Background: an optimization exercise with open tools, aiming at small area. Do not read the settings as production practice.
Function was checked by simulation only, so behaviour that the tests miss may differ from the original.
The clock port is modelled as an ideal driver; clocking choices that lean on that would not hold on a real chip.
Power is estimated from default activity; no workload was simulated.

## trial 19
==> module counter, before the edit <==
module counter(
    input clk,
    input sys_rst,
    input startbutton,
    input reset,
    input [1:0] select,
    input [3:0] loadmeMSD,
    input [3:0] loadmeLSD,
    output [6:0] sseg,
    output [3:0] an,
    output dp
    );
    reg [4:0] scan;
    reg [4:0] div;
    wire div_fb = ~((div[3] & div[4]) | (div[1] & div[2] & div[4]) | (div[1] & ~div[2] & ~div[3] & ~div[4]));
    wire div_end = div[4] & ~div[3] & ~div[2] & ~div[1];       
    wire tick = div_end & scan[1] & scan[0];
    always @(posedge clk) begin
        if (sys_rst) begin
            scan <= 5'd3;
            div  <= 5'd0;
        end else begin
            scan <= scan + 5'd1;
            div  <= {div[3:0], div_fb};
        end
    end
    localparam [2:0] P_START = 3'd0,
                     P_NOLOAD = 3'd3,
                     P_LOAD = 3'd7,
                     P_WAITWORK = 3'd4,
                     P_WORK = 3'd5,
                     P_WAITSTOP = 3'd1,
                     P_STOP = 3'd2;
    reg [2:0] phase;
    reg cmpl;                    
    reg [3:0] c0, c1, c2, c3;
    reg [2:0] s;
    wire dir = s[2];             
    wire c0_9 = c0[3] & c0[0];
    wire c1_9 = c1[3] & c1[0];
    wire c2_9 = c2[3] & c2[0];
    wire c3_9 = c3[3] & c3[0];
    wire s_z = ~s[1] & ~s[0];    
    wire limit = s_z & c0_9 & c1_9 & c2_9 & c3_9;
    reg [2:0] phase_n;
    always @(*) begin
        phase_n = phase;
        case (phase)
            P_START: phase_n = select[0] ? P_LOAD : P_NOLOAD;
            P_NOLOAD, P_LOAD, P_STOP: begin
                if (reset) phase_n = P_START;
                else if (startbutton) phase_n = P_WAITWORK;
            end
            P_WAITWORK: if (!startbutton) phase_n = P_WORK;
            P_WORK: begin
                if (reset) phase_n = P_START;
                else if (limit || startbutton) phase_n = P_WAITSTOP;
            end
            P_WAITSTOP: if (!startbutton) phase_n = P_STOP;
            default: phase_n = P_START;
        endcase
    end
    always @(posedge clk) begin
        if (sys_rst)
            phase <= P_START;
        else if (tick)
            phase <= phase_n;
    end
    always @(posedge clk) begin
        if (sys_rst)
            cmpl <= 1'b0;
        else if (tick && (phase == P_NOLOAD || phase == P_LOAD))
            cmpl <= dir;
    end
    wire lsd_hi = loadmeLSD[3] & (loadmeLSD[2] | loadmeLSD[1]);
    wire [3:0] l2 = lsd_hi ? loadmeLSD - 4'd10 : loadmeLSD;
    wire [4:0] t = loadmeMSD + lsd_hi;
    wire hi = t >= 5'd10;
    wire [3:0] l3 = hi ? t[3:0] - 4'd10 : t[3:0];
    wire [3:0] k2 = dir ? 4'd9 - l2 : l2;
    wire [3:0] k3 = dir ? 4'd9 - l3 : l3;
    wire wrap = ~cmpl & s[2] & ~s[1] & s[0] & c3[2] & c3[0] & c2[2] & c2[0] & c1[1] & c1[0] & c0[2] & c0[0];
    wire work = tick & (phase == P_WORK) & ~limit;
    wire clr = sys_rst | (tick & (phase == P_NOLOAD)) | (work & wrap);
    wire load = tick & (phase == P_LOAD);
    wire start = tick & (phase == P_START);
    wire e0 = work;
    wire e1 = e0 & c0_9;
    wire e2 = e1 & c1_9;
    wire e3 = e2 & c2_9;
    wire es = e3 & c3_9;
    function [3:0] tog(input [3:0] x, input e);
        tog = {e & x[0] & (x[3] | (x[2] & x[1])), e & x[0] & x[1], e & x[0] & ~x[3], e};
    endfunction
    wire [3:0] n0 = c0 ^ tog(c0, e0);
    wire [3:0] n1 = c1 ^ tog(c1, e1);
    wire [3:0] n2 = c2 ^ tog(c2, e2);
    wire [3:0] n3 = c3 ^ tog(c3, e3);
    wire [2:0] ns = s ^ {es & (~s[2] | s[1]), es & s[0] & ~s[2], es & s[2]};
    always @(posedge clk) begin
        c0 <= clr ? 4'd0 : load ? {dir, 2'b00, dir} : n0;
        c1 <= clr ? 4'd0 : load ? {dir, 2'b00, dir} : n1;
        c2 <= clr ? 4'd0 : load ? k2 : n2;
        c3 <= clr ? 4'd0 : load ? k3 : n3;
    end
    wire s_wrap = work & wrap;   
    always @(posedge clk) begin
        s[2] <= start ? select[1] : ~s_wrap & ns[2];
        s[1] <= ~(start | load) & ns[1];
        s[0] <= ~(start | s_wrap) & (load ? hi : ns[0]);
    end
    wire [1:0] pos = scan[4:3];
    assign an = {~(pos[1] & pos[0]), ~(pos[1] & ~pos[0]), ~(~pos[1] & pos[0]), ~(~pos[1] & ~pos[0])};
    assign dp = ~(pos[1] & ~pos[0]);
    wire [3:0] x = pos[1] ? (pos[0] ? c3 : c2) : (pos[0] ? c1 : c0);
    wire [3:0] d = cmpl ? {~(x[3] | x[2] | x[1]), x[2] ^ x[1], x[1], ~x[0]} : x;
    assign sseg[6] = (~d[3] & ~d[2] & ~d[1] & d[0]) | (d[2] & ~d[1] & ~d[0]);
    assign sseg[5] = d[2] & (d[1] ^ d[0]);
    assign sseg[4] = ~d[2] & d[1] & ~d[0];
    assign sseg[3] = (~d[3] & ~d[2] & ~d[1] & d[0]) | (d[2] & ~d[1] & ~d[0]) | (d[2] & d[1] & d[0]);
    assign sseg[2] = d[0] | (d[2] & ~d[1]);
    assign sseg[1] = (~d[2] & d[1]) | (~d[3] & ~d[2] & d[0]) | (d[1] & d[0]);
    assign sseg[0] = (~d[3] & ~d[2] & ~d[1]) | (d[2] & d[1] & d[0]);
endmodule
clock: 45.0 ns
lec_check: 0
abc_area: 1
cap_margin: 20
core_margin: 2
core_utilization: 40
slew_margin: 20
standard.sh (not shown) runs the stock make flow with config.mk's settings and CLKGATE_MAP_FILE= SYNTH_SCRIPT=/design/flow/synth_recipe.tcl, a recipe that flattens the netlist after the stock synthesis.
==> flow/flow/run.sh <==
#!/bin/bash
# Layout flow: the standard flow (standard.sh) with
#  - a synthesis that differs from the standard one only in its technology
#    mapping of the combinational logic: arithmetic is not mapped to
#    Kogge-Stone adders, yosys's extract_fa is skipped, and ABC maps with
#    several area-oriented scripts, keeping the smallest result
#    (flow/abc_portfolio.tcl); registers, their names and cell types are
#    those of the standard synthesis;
#  - port buffers of the smallest buffer cell;
#  - the clock tree: two clkbuf_8, each driving half of the flip-flops,
#    inserted before CTS (flow/clkbuf.tcl), so TritonCTS adds nothing.
set -euo pipefail
W=$PWD
export FLOW_FLOW_DIR=$W/flow
{
  echo 'proc synth {args} { yosys synth -nofsm -noshare {*}$args }'
  echo 'proc extract_fa {args} { puts "extract_fa skipped" }'
  echo "source $W/flow/abc_portfolio.tcl"
  tail -n +2 synth_recipe.tcl
} > my_synth.tcl
bash standard.sh SYNTH_SCRIPT=$W/my_synth.tcl SYNTH_OPERATIONS_ARGS=-noshare \
  "BUFFER_PORTS_ARGS=-buffer_cell sky130_fd_sc_hd__buf_1" \
  PRE_CTS_TCL=$W/flow/clkbuf.tcl \
  "CTS_ARGS=-sink_clustering_enable -repair_clock_nets -dont_use_dummy_load -buf_list sky130_fd_sc_hd__clkbuf_8" \
  finish > standard.log 2>&1
Other scripts of this flow, unchanged in this note and not shown: flow/flow/abc_b1s0.script, flow/flow/abc_b1s1.script, flow/flow/abc_b1s2.script, flow/flow/abc_b1s3.script, flow/flow/abc_b2s0.script, flow/flow/abc_b2s1.script, flow/flow/abc_b2s2.script, flow/flow/abc_b2s3.script, flow/flow/abc_b3s0.script, flow/flow/abc_b3s1.script, flow/flow/abc_b3s2.script, flow/flow/abc_b3s3.script, flow/flow/abc_b4s0.script, flow/flow/abc_b4s1.script, flow/flow/abc_b4s2.script, flow/flow/abc_b4s3.script, flow/flow/abc_portfolio.tcl, flow/flow/clkbuf.tcl
Trial 19: no failed stages, no open violations at the end
[inputs] trial 87 vs trial 19
--- a/flow/design.v
+++ b/flow/design.v
@@ -23,29 +23,29 @@
         end else begin
             scan <= scan + 5'd1;
             div  <= {div[3:0], div_fb};
         end
     end
     localparam [2:0] P_START = 3'd0,
-                     P_NOLOAD = 3'd3,
+                     P_NOLOAD = 3'd1,
                      P_LOAD = 3'd7,
-                     P_WAITWORK = 3'd4,
-                     P_WORK = 3'd5,
-                     P_WAITSTOP = 3'd1,
-                     P_STOP = 3'd2;
+                     P_WAITWORK = 3'd2,
+                     P_WORK = 3'd3,
+                     P_WAITSTOP = 3'd6,
+                     P_STOP = 3'd5;
     reg [2:0] phase;
+    reg dir;                     
     reg cmpl;                    
     reg [3:0] c0, c1, c2, c3;
     reg [2:0] s;
-    wire dir = s[2];             
     wire c0_9 = c0[3] & c0[0];
     wire c1_9 = c1[3] & c1[0];
     wire c2_9 = c2[3] & c2[0];
     wire c3_9 = c3[3] & c3[0];
-    wire s_z = ~s[1] & ~s[0];    
-    wire limit = s_z & c0_9 & c1_9 & c2_9 & c3_9;
+    wire s_0 = ~s[2] & ~s[1] & ~s[0];
+    wire limit = s_0 & c0_9 & c1_9 & c2_9 & c3_9;
     reg [2:0] phase_n;
     always @(*) begin
         phase_n = phase;
         case (phase)
             P_START: phase_n = select[0] ? P_LOAD : P_NOLOAD;
             P_NOLOAD, P_LOAD, P_STOP: begin
@@ -64,12 +64,15 @@
     always @(posedge clk) begin
         if (sys_rst)
             phase <= P_START;
         else if (tick)
             phase <= phase_n;
     end
+    always @(posedge clk)
+        if (phase == P_START)
+            dir <= select[1];
     always @(posedge clk) begin
         if (sys_rst)
             cmpl <= 1'b0;
         else if (tick && (phase == P_NOLOAD || phase == P_LOAD))
             cmpl <= dir;
     end
@@ -77,41 +80,35 @@
     wire [3:0] l2 = lsd_hi ? loadmeLSD - 4'd10 : loadmeLSD;
     wire [4:0] t = loadmeMSD + lsd_hi;
     wire hi = t >= 5'd10;
     wire [3:0] l3 = hi ? t[3:0] - 4'd10 : t[3:0];
     wire [3:0] k2 = dir ? 4'd9 - l2 : l2;
     wire [3:0] k3 = dir ? 4'd9 - l3 : l3;
-    wire wrap = ~cmpl & s[2] & ~s[1] & s[0] & c3[2] & c3[0] & c2[2] & c2[0] & c1[1] & c1[0] & c0[2] & c0[0];
+    wire wrap = s[2] & s[1] & ~s[0] & c3[2] & c3[0] & c2[2] & c2[0] & c1[1] & c1[0] & c0[2] & c0[0];
     wire work = tick & (phase == P_WORK) & ~limit;
     wire clr = sys_rst | (tick & (phase == P_NOLOAD)) | (work & wrap);
     wire load = tick & (phase == P_LOAD);
-    wire start = tick & (phase == P_START);
     wire e0 = work;
     wire e1 = e0 & c0_9;
     wire e2 = e1 & c1_9;
     wire e3 = e2 & c2_9;
     wire es = e3 & c3_9;
     function [3:0] tog(input [3:0] x, input e);
         tog = {e & x[0] & (x[3] | (x[2] & x[1])), e & x[0] & x[1], e & x[0] & ~x[3], e};
     endfunction
     wire [3:0] n0 = c0 ^ tog(c0, e0);
     wire [3:0] n1 = c1 ^ tog(c1, e1);
     wire [3:0] n2 = c2 ^ tog(c2, e2);
     wire [3:0] n3 = c3 ^ tog(c3, e3);
-    wire [2:0] ns = s ^ {es & (~s[2] | s[1]), es & s[0] & ~s[2], es & s[2]};
+    wire [2:0] ns = s ^ {es & s[1] & s[0], es & s[0], es};
     always @(posedge clk) begin
         c0 <= clr ? 4'd0 : load ? {dir, 2'b00, dir} : n0;
         c1 <= clr ? 4'd0 : load ? {dir, 2'b00, dir} : n1;
         c2 <= clr ? 4'd0 : load ? k2 : n2;
         c3 <= clr ? 4'd0 : load ? k3 : n3;
-    end
-    wire s_wrap = work & wrap;   
-    always @(posedge clk) begin
-        s[2] <= start ? select[1] : ~s_wrap & ns[2];
-        s[1] <= ~(start | load) & ns[1];
-        s[0] <= ~(start | s_wrap) & (load ? hi : ns[0]);
+        s  <= clr ? 3'd0 : load ? {dir & hi, dir & hi, hi} : ns;
     end
     wire [1:0] pos = scan[4:3];
     assign an = {~(pos[1] & pos[0]), ~(pos[1] & ~pos[0]), ~(~pos[1] & pos[0]), ~(~pos[1] & ~pos[0])};
     assign dp = ~(pos[1] & ~pos[0]);
     wire [3:0] x = pos[1] ? (pos[0] ? c3 : c2) : (pos[0] ? c1 : c0);
     wire [3:0] d = cmpl ? {~(x[3] | x[2] | x[1]), x[2] ^ x[1], x[1], ~x[0]} : x;
Results
Where total number of vias is concerned, trial 19 is better than trial 87.
On count of maximum capacitance violations, trial 19 and trial 87 are basically level.
Trial 87 gives more critical path depth than trial 19 did.
Post-layout instance count excluding filler cells: trial 19 and trial 87 compared, higher one is trial 87
Looking at total power across trial 19 and trial 87, the one that comes out higher is trial 19.
Diff trial 19 -> trial 87: share of total power in the clock network picked up an extra 1.9 points, count of multi-input gates neither gained nor lost much.
Per the final summary, trial 87 finished and its layout is clean on timing, DRC and antenna.

-- port drivers added, routing unchanged --
The results above use ideal ports. As a check the final layouts listed here were re-extracted and re-timed, cells and wires unchanged. Step 1 sets driving cells, clkbuf_16 on the clock port and buf_2 on the other inputs (assumed; they add their load-dependent delay and slew). Step 2 moves the port delays by t, midway between the first and last clock arrival at a register: inputs arrive t later, outputs are due t later. That takes back most of the time a late clock gives input paths. Three values: no drivers, after step 1, after step 2; two values: the first two.
run	t, ns	setup slack, ns	worst hold slack (ns)	slew at the worst register clock pin (ns)	worst data-port slew with drivers (ns)
trial 19	0.195	33.816 / 33.781 / 33.975	0.416 / 0.416 / 0.416	0.11 / 0.11	0.03
trial 87	0.193	33.712 / 33.676 / 33.869	0.414 / 0.414 / 0.414	0.10 / 0.10	0.03
After both steps setup and hold are still met in every run listed.
